Background: an optimization exercise with open tools, aiming at small area, a short achievable clock period and few clock cycles. Do not read the settings as production practice. Function was checked by simulation only, so behaviour that the tests miss may differ from the original.

--- flow/constraint.sdc ---
create_clock -name core_clock -period 9.0 [get_ports {clk}]
set_input_delay 1.8000 -clock core_clock [delete_from_list [all_inputs] [get_ports {clk}]]
set_output_delay 1.8000 -clock core_clock [all_outputs]
set_load 0.01 [all_outputs]
--- flow/config.mk ---
export PLATFORM = sky130hd
export DESIGN_NAME = axis_cpu
export DESIGN_NICKNAME = axis_cpu
export VERILOG_FILES = /design/flow/design.v
export SDC_FILE = /design/flow/constraint.sdc
export NUM_CORES = 4
export LEC_CHECK = 0
export CAP_MARGIN = 20
export CORE_MARGIN = 2
export CORE_UTILIZATION = 40
export PLACE_DENSITY = 0.6
export SLEW_MARGIN = 20
--- flow/run.sh ---
#!/bin/bash
# synth_recipe.tcl (not shown) runs the flow's synth.tcl, then flattens the netlist and writes it again
# the make line also repeats each setting of config.mk as NAME=value (left out here)
make -C /OpenROAD-flow-scripts/flow DESIGN_CONFIG=/design/flow/config.mk WORK_HOME=/design/flow/orfs CLKGATE_MAP_FILE= SYNTH_SCRIPT=/design/flow/synth_recipe.tcl finish
--- flow/design.v ---
`timescale 1ns / 1ps
module axis_cpu (
    input wire clk,
    input wire rst,
    input wire [31:0] din_TDATA,
    input wire din_TVALID,
    output wire din_TREADY,
    input wire din_TLAST,
    output wire [31:0] dout_TDATA,
    output wire dout_TVALID,
    input wire dout_TREADY,
    output wire dout_TLAST,
    input wire [31:0] cmd_in_TDATA,
    input wire cmd_in_TVALID,
    output wire [31:0] cmd_out_TDATA,
    output wire cmd_out_TVALID
);
    assign cmd_out_TDATA = cmd_in_TDATA;
    assign cmd_out_TVALID = cmd_in_TVALID;
    reg [1:0] cmd_state;  
    reg [3:0] cmd_reg;
    always @(posedge clk) begin
        if (rst) begin
            cmd_state <= 2'd0;
        end else if (cmd_in_TVALID) begin
            if (cmd_state == 2'd0) begin
                cmd_state <= (cmd_in_TDATA[15:4] == 12'd0) ? 2'd1 : 2'd2;
                cmd_reg <= cmd_in_TDATA[3:0];
            end else begin
                cmd_state <= 2'd0;
            end
        end
    end
    wire strb = cmd_in_TVALID && (cmd_state == 2'd1);
    reg programming;
    reg [6:0] ip;
    reg [3:0] jp;
    reg [3:0] mp;
    wire prog_wr = strb && (cmd_reg == 4'd0);
    wire inst_wr = strb && programming && (cmd_reg == 4'd1);
    wire jmp_wr = strb && programming && (cmd_reg == 4'd2);
    wire imm_wr = strb && programming && (cmd_reg == 4'd3);
    always @(posedge clk) begin
        if (rst) programming <= 1'b0;
        else if (prog_wr) programming <= cmd_in_TDATA[0];
        if (prog_wr) begin
            ip <= 7'd0;
            jp <= 4'd0;
            mp <= 4'd0;
        end else begin
            if (inst_wr) ip <= ip + 7'd1;
            if (jmp_wr) jp <= jp + 4'd1;
            if (imm_wr) mp <= mp + 4'd1;
        end
    end
    reg [7:0] imem_e [0:63];
    reg [7:0] imem_o [0:63];
    reg [6:0] jtab [0:15];
    reg [31:0] itab [0:15];
    always @(posedge clk) begin
        if (inst_wr && !ip[0]) imem_e[ip[6:1]] <= cmd_in_TDATA[7:0];
        if (inst_wr && ip[0]) imem_o[ip[6:1]] <= cmd_in_TDATA[7:0];
        if (jmp_wr) jtab[jp] <= cmd_in_TDATA[6:0];
        if (imm_wr) itab[mp] <= cmd_in_TDATA;
    end
    wire halt = rst || programming;
    reg [6:0] pc;       
    reg [5:0] pce;      
    reg [3:0] isel;
    reg [3:0] jsel;
    wire [7:0] ev = imem_e[pce];
    wire [7:0] od = imem_o[pc[6:1]];
    wire [7:0] i0 = pc[0] ? od : ev;
    wire [7:0] i1 = pc[0] ? ev : od;
    wire fuse = (i0[7:5] == 3'b111);
    wire [7:0] mi = fuse ? i1 : i0;
    wire [3:0] iidx = (fuse && i0[4]) ? i0[3:0] : isel;
    wire [3:0] jidx = (fuse && !i0[4]) ? i0[3:0] : jsel;
    wire [31:0] f_imm = itab[iidx];
    wire [6:0] f_j = jtab[jidx];
    wire [6:0] f_next = pc + {5'd0, fuse, !fuse};
    wire [6:0] f_next1 = pc + {6'd0, fuse} + 7'd2;
    wire [3:0] isel_n = (mi[7:4] == 4'hF) ? mi[3:0] : iidx;
    wire [3:0] jsel_n = (mi[7:4] == 4'hE) ? mi[3:0] : jidx;
    reg e_v;
    reg [7:0] ei;
    reg [31:0] eimm;
    reg [6:0] ej;
    reg [6:0] enext;
    reg [31:0] A;
    reg [31:0] X;
    reg last_f;
    reg [31:0] R [0:15];
    reg [15:0] rvalid;
    wire [2:0] cls = ei[7:5];
    wire is_lda = (cls == 3'b000);
    wire is_ldx = (cls == 3'b001);
    wire is_ld = (ei[7:6] == 2'b00);
    wire is_in = is_ld && (ei[4:3] == 2'b01);
    wire is_st = (ei[7:6] == 2'b01);
    wire is_out = is_st && ei[4];
    wire is_alu = (cls == 3'b100);
    wire is_jmp = (cls == 3'b101);
    wire is_tax = (ei[7:4] == 4'b1100);
    wire is_txa = (ei[7:4] == 4'b1101);
    wire is_mul = is_alu && ei[3] && (ei[1:0] == 2'b00);
    wire is_dm = is_alu && ei[3] && (ei[1:0] != 2'b00);
    wire dm_div = ei[0];
    wire [31:0] B = ei[4] ? X : eimm;
    wire sub = !(is_alu && (ei[3:0] == 4'd0));
    wire [32:0] addsub = {1'b0, A} + {1'b0, B ^ {32{sub}}} + {32'd0, sub};
    wire ge = addsub[32];
    wire eq = (A == B);
    wire gt = ge && !eq;
    wire set = |(A & B);
    wire [31:0] shl = B[5] ? 32'd0 : (A << B[4:0]);
    wire [31:0] shr = B[5] ? 32'd0 : (A >> B[4:0]);
    reg [31:0] alu1;
    always @(*) begin
        case (ei[2:0])
            3'd0: alu1 = addsub[31:0];
            3'd1: alu1 = addsub[31:0];
            3'd2: alu1 = A ^ B;
            3'd3: alu1 = A | B;
            3'd4: alu1 = A & B;
            3'd5: alu1 = shl;
            3'd6: alu1 = shr;
            default: alu1 = ~A;
        endcase
    end
    reg taken;
    always @(*) begin
        case (ei[2:0])
            3'd0: taken = 1'b1;
            3'd1: taken = eq;
            3'd2: taken = gt;
            3'd3: taken = ge;
            3'd4: taken = set;
            3'd5: taken = last_f;
            default: taken = 1'b0;
        endcase
    end
    wire az = ~|A;
    wire bz = ~|B;
    reg mbusy;
    reg [31:0] mc;
    reg [31:0] mpl;
    reg [31:0] acc;
    wire [31:0] mprod = acc + mc * {24'd0, mpl[7:0]};
    wire mlast = ~|mpl[31:8];
    wire [1:0] nbA = (|A[31:24]) ? 2'd3 : (|A[23:16]) ? 2'd2 : (|A[15:8]) ? 2'd1 : 2'd0;
    wire [1:0] nbB = (|B[31:24]) ? 2'd3 : (|B[23:16]) ? 2'd2 : (|B[15:8]) ? 2'd1 : 2'd0;
    wire mswap = nbA < nbB;
    wire mquick = az || bz;
    wire mul_done = mbusy ? mlast : mquick;
    function [4:0] clz32(input [31:0] v);
        integer k;
        begin
            clz32 = 5'd0;
            for (k = 0; k < 32; k = k + 1)
                if (v[k]) clz32 = 5'd31 - k[4:0];
        end
    endfunction
    reg dbusy;
    reg [31:0] dr;
    reg [32:0] dd;
    reg [31:0] dq;
    reg [3:0] dcnt;
    wire dquick = bz || !ge;
    wire [4:0] dshift = (clz32(B) - clz32(A)) | 5'd1;
    wire [4:0] dsteps = clz32(B) - clz32(A);
    wire [33:0] t1 = {2'b00, dr} - {1'b0, dd};
    wire ge1 = !t1[33];
    wire [31:0] r1 = ge1 ? t1[31:0] : dr;
    wire [31:0] d1 = dd[32:1];
    wire [32:0] t2 = {1'b0, r1} - {1'b0, d1};
    wire ge2 = !t2[32];
    wire [31:0] r2 = ge2 ? t2[31:0] : r1;
    wire [31:0] q2 = {dq[29:0], ge1, ge2};
    wire div_done = dbusy ? (dcnt == 4'd0) : dquick;
    wire [31:0] div_res = dbusy ? (dm_div ? q2 : r2)
                                : (dm_div ? {32{bz}} : A);
    wire e_busy = (is_in && !din_TVALID) || (is_out && !dout_TREADY) ||
                  (is_mul && !mul_done) || (is_dm && !div_done);
    wire fire = e_v && !e_busy;
    wire adv = !e_v || !e_busy;
    wire squash = fire && is_jmp && taken;
    wire [6:0] tgt = enext + ej;
    wire [6:0] tgt1 = enext + ej + 7'd1;
    wire [31:0] rd_mem = rvalid[ei[3:0]] ? R[ei[3:0]] : 32'd0;
    reg [31:0] ldval;
    always @(*) begin
        case (ei[4:3])
            2'b00: ldval = eimm;
            2'b01: ldval = din_TDATA;
            default: ldval = rd_mem;
        endcase
    end
    wire [31:0] alures = !ei[3] ? alu1 : is_mul ? (mbusy ? mprod : 32'd0) : div_res;
    always @(posedge clk) begin
        if (halt) begin
            pc <= 7'd0;
            pce <= 6'd0;
            e_v <= 1'b0;
        end else if (squash) begin
            pc <= tgt;
            pce <= tgt1[6:1];
            e_v <= 1'b0;
        end else if (adv) begin
            pc <= f_next;
            pce <= f_next1[6:1];
            e_v <= 1'b1;
            ei <= mi;
            eimm <= f_imm;
            ej <= f_j;
            enext <= f_next;
            isel <= isel_n;
            jsel <= jsel_n;
        end
    end
    always @(posedge clk) begin
        if (fire) begin
            if (is_lda) A <= ldval;
            else if (is_alu) A <= alures;
            else if (is_txa) A <= X;
            if (is_ldx) X <= ldval;
            else if (is_tax) X <= A;
            if (is_st) R[ei[3:0]] <= ei[5] ? X : A;
        end
    end
    always @(posedge clk) begin
        if (halt) begin
            rvalid <= 16'd0;
            last_f <= 1'b0;
        end else if (fire) begin
            if (is_st) rvalid[ei[3:0]] <= 1'b1;
            if (is_in) last_f <= din_TLAST;
        end
    end
    always @(posedge clk) begin
        if (halt) begin
            mbusy <= 1'b0;
        end else if (e_v && is_mul) begin
            if (!mbusy) begin
                if (!mquick) mbusy <= 1'b1;
            end else if (mlast) begin
                mbusy <= 1'b0;
            end
        end
    end
    always @(posedge clk) begin
        if (!mbusy) begin
            mc <= mswap ? B : A;
            mpl <= mswap ? A : B;
            acc <= 32'd0;
        end else begin
            mc <= {mc[23:0], 8'd0};
            mpl <= {8'd0, mpl[31:8]};
            acc <= mprod;
        end
    end
    always @(posedge clk) begin
        if (halt) begin
            dbusy <= 1'b0;
        end else if (e_v && is_dm) begin
            if (!dbusy) begin
                if (!dquick) dbusy <= 1'b1;
            end else if (dcnt == 4'd0) begin
                dbusy <= 1'b0;
            end
        end
    end
    always @(posedge clk) begin
        if (!dbusy) begin
            dr <= A;
            dd <= {1'b0, B} << dshift;
            dq <= 32'd0;
            dcnt <= dsteps[4:1];
        end else begin
            dr <= r2;
            dd <= {2'b00, dd[32:2]};
            dq <= q2;
            dcnt <= dcnt - 4'd1;
        end
    end
    assign din_TREADY = e_v && is_in;
    assign dout_TVALID = e_v && is_out;
    assign dout_TDATA = ei[5] ? X : A;
    assign dout_TLAST = ei[0];
endmodule
==> out/metrics.sh <==
TIMING.CRITICAL_PATH.REQUIRED_NS=9.59
CP_NUM_CELLS=28
CPPEAKSTAGEDELAY_NS=0.74
GRT_OVERFLOW_TOTAL=0
GRT_PASS1_WL_UM=537100
DESIGN.CORE.AREA_MM2=0.3005
CTS.HTREE.LEVELS=5
DRT.ANTENNA.VIOLATING_NETS=0
AREA_DELTA_SYNTH_FINAL_PCT=12.66
SYNTH_TOP_FLOP_CELL='edfxtp_1'
POST_SYNTH_MOST_FREQUENT_CELLS='edfxtp_1, nand2_1, nor2_1'
DIE_WIDTH_UM=554.1
LAYOUT_CELLS_SIZED_ABOVE_1_PCT=16.33
BUFFER_PORTS.INSERTED=137
FINALSETUPVIOLATIONS=0
VIA_PER_INST=5.896
TYPE_OF_ORIGIN_OF_THE_CRITICAL_PATH='flip-flop'
FINAL.HOLD.WORST_SLACK_NS=0.4455
SYNTHESIS.AREA_MM2=0.1211
BOUNDARYPINS=138
CTS_MADE_BUFFERS=278
FFS_LATCHES_SYNTH=2552
STDCELL_COUNT=12790
SEQ_AREA_FRAC_SYNTH_PCT=61.14
FIN_SKEW_NS=0.08232
ASYNC_SR_FLOP_FRACTION_PCT=0
CRITICAL_PATH.ENDPOINT_TYPE='flip-flop'
WORSTSETUPPATHTYPE='reg2reg'
CRIT_PATH_MAX_FANOUT=20
SYNTH.LIB_CELLS_USED.DISTINCT=89
TOTALWIRELENGTH_UM=374500
FINAL.SETUP.TNS_NS=0
RSZ_0062_RAISED_AFTER_GLOBAL_ROUTING='false'
CLOCK-SINKS=2552
FINAL_NET_COUNT=9106
SYNTH_ENABLE_FLOP_CELLS=2290
MAPPEDNETLISTNETS=8974
CTS_ROOT_BUFFER='clkbuf_16'
MIN_PATH_CELLS=1
LAYOUT.CELL_AREA.NON_FILLER_MM2=0.1364
CLOCKBUFFERDEPTH=4
CRITPATHARRIVALTIME_NS=8.93
CTS_TREE='yes'
TIMING.FMAX_MHz=119.8
POST-SYNTH-TOP-AREA-CELL='edfxtp_1'
CRITPATHSLOWESTCELL='a2111oi_0'
GP_CONGESTION=1.038
POST_SYNTH_MAIN_AREA_CONTRIBUTORS='edfxtp_1, mux4_2, dfxtp_1, mux2i_1, fa_1'
AREA_SHARE_OF_THE_LEADING_CELL_TYPE_IN_THE_SYNTHESIZED_NETLIST_PCT=56.81
SYNTHCELLS=8479
FINALMAXSLEWVIOLATIONS=0
INITIALDRTVIOLATIONCOUNT=8599
FIRST_GLOBAL_VIAS=74930
ROUTE.VIAS.TOTAL=75400
DRC=0
PLACEMENT_ROWS=201
TIMING.SLEW.HEADROOM_PCT=16.20
POST_DP_CELL_AREA_MM2=0.1273
SYNTH.MOST_COMMON_CELL='edfxtp_1'
HOLD_CRIT_PATH_TYPE='reg2reg'
DETAILEDROUTE.FIRSTPASSITERATIONCOUNT=6
ROUTE.DETAILED.WL_PER_INST_UM=29.28
HOLD_VIOLATIONS=0
CTS_POST_SETUP_BUFFERS_INSERTED=0
ANTENNA_VIOLATIONS_BEFORE_REPAIR=13
CLK-INSERTION-DELAY-LATE_NS=0.93
HPWLAFTERDP_UM=252700
DIE_AREA_MM2=0.3071
TIMING_WORST_SLEW_PIN_VALUE_NS=1.246
OUTCOME='complete, no violations'
PERIOD_NEEDED_NS=8.345
DIE_OUTLINE_HEIGHT_UM=554.1
TIMING.CRITICAL_PATH.MAX_DELAY_FAMILY='compound AO/OA/AOI/OAI gates'
FF2FF_PATH_DEPTH=28
MAXCAPVIOLATIONS=0
POSTCTSHOLDBUFS=0
SYNTH_WARNINGS=1
GRT_START_MAX_NET_PINS=142
CTS_RESIZED=0
INITIAL_CORE_UTIL_PCT=40.28
TIMING.CRITICAL_PATH.BUF_INV=5
GRT_USE_TOTAL_PCT=23.92
AVGSYNTHCELLAREA_UM2=14.28
CLK_PIN_SLEW_NS=0.07
POST-ROUTE-PERIOD-UTIL_PCT=92.72
POST-PLACE-CELLS=12290
-- worst register-to-register path: cells and delay by family (launching register included) --
kind                       cells  cell delay, ns
AOI/OAI and AO/OA             16            5.18
adders and majority gates      3            0.97
buffers and inverters          5            0.83
DFF                            1            0.31
muxes                          2            0.40
and+or+nand+nor                2            0.35
-- layout make-up --
class,instances,area [um^2]
Clock inverter,139,1536
Fill cell,26280,164200
Inverter,399,1498
Sequential cell,2552,74050
Antenna cell,6,15.01
Multi-Input combinational cell,4987,43470
Tap cell,3958,4952
Clock buffer,355,7433
Timing Repair Buffer,393,3427
-- cells by family after synthesis --
| group | after synthesis | share of synthesized area (%) |
|---|---|---|
| AND/OR/NAND/NOR | 1857 | 6.848 |
| adder cells (fa/ha/maj) | 425 | 5.583 |
| XOR/XNOR | 178 | 1.288 |
| AO/OA/AOI/OAI | 1479 | 7.966 |
| multiplexers | 1048 | 13.84 |
| buffers and inverters | 940 | 3.338 |
| flip-flops | 2552 | 61.14 |
-- placed cells by master (no fill, tap or decap), types with 114 or more instances in the layout --
master and n:
dfxtp_1 250, edfxtp_1 2290, inv_1 389, and2_1 169
nor2_1 550, a21oi_1 274, nand2_1 708, o211ai_1 166
clkdlybuf4s50_1 129, o21ai_0 376, mux2i_1 393, clkbuf_16 284
mux2_2 162, xnor2_1 114, buf_4 247, fa_1 192
mux4_2 480, ha_1 233
-- per-stage QoR --
| step | setup WS, ns | util (%) |
|---|---|---|
| 6_report | 0.6552 | 45.38 |
| 3_3_place_gp | 0.7813 | 42.37 |
| 5_1_grt | 0.2182 | 45.38 |
| 3_5_place_dp | 0.8243 | 42.37 |
| 2_1_floorplan | 1.516 | - |
| 4_1_cts | 0.7624 | 45.36 |
-- metal layers --
metal / wire length [um] / GRT usage [%]
met1: 157200 / 32.79
met2: 170200 / 37.01
met3: 30860 / 5.317
met4: 16180 / 9.399
met5: 80 / 0
-- final timing paths --
check,to,slack (ns),from
max,A[17],0.66,dd[2]
min,dq[4],0.45,dq[2]
max reg2reg,A[17],0.66,dd[2]
min reg2reg,dq[4],0.45,dq[2]
Testbench counts, summed over its fixed seeds: cycles 26,874.

-- port drivers added, routing unchanged --
No port has a modelled driver above. Below, the same layout with a new extraction and two added sets of constraints. Step 1 sets driving cells, clkbuf_16 on the clock port and buf_2 on the other inputs (assumed; they add their load-dependent delay and slew). Step 2 times the ports against the registers' clock, not the clock port: input delays grow and output delays shrink by t, the midpoint of the rising clock arrivals with the driver on. a / b / c = ideal / step 1 / step 2; a / b = the first two.
t (ns): 0.988
setup slack, ns: 0.655 / 0.655 / 0.655
latest minus earliest clock arrival (ns): 0.086 / 0.085
worst slew at a driven data input, ns: 0.29
After both steps setup and hold are still met in this run. For this run, drivers alone change the setup slack by 0.000 ns; drivers and shift together by 0.000 ns.
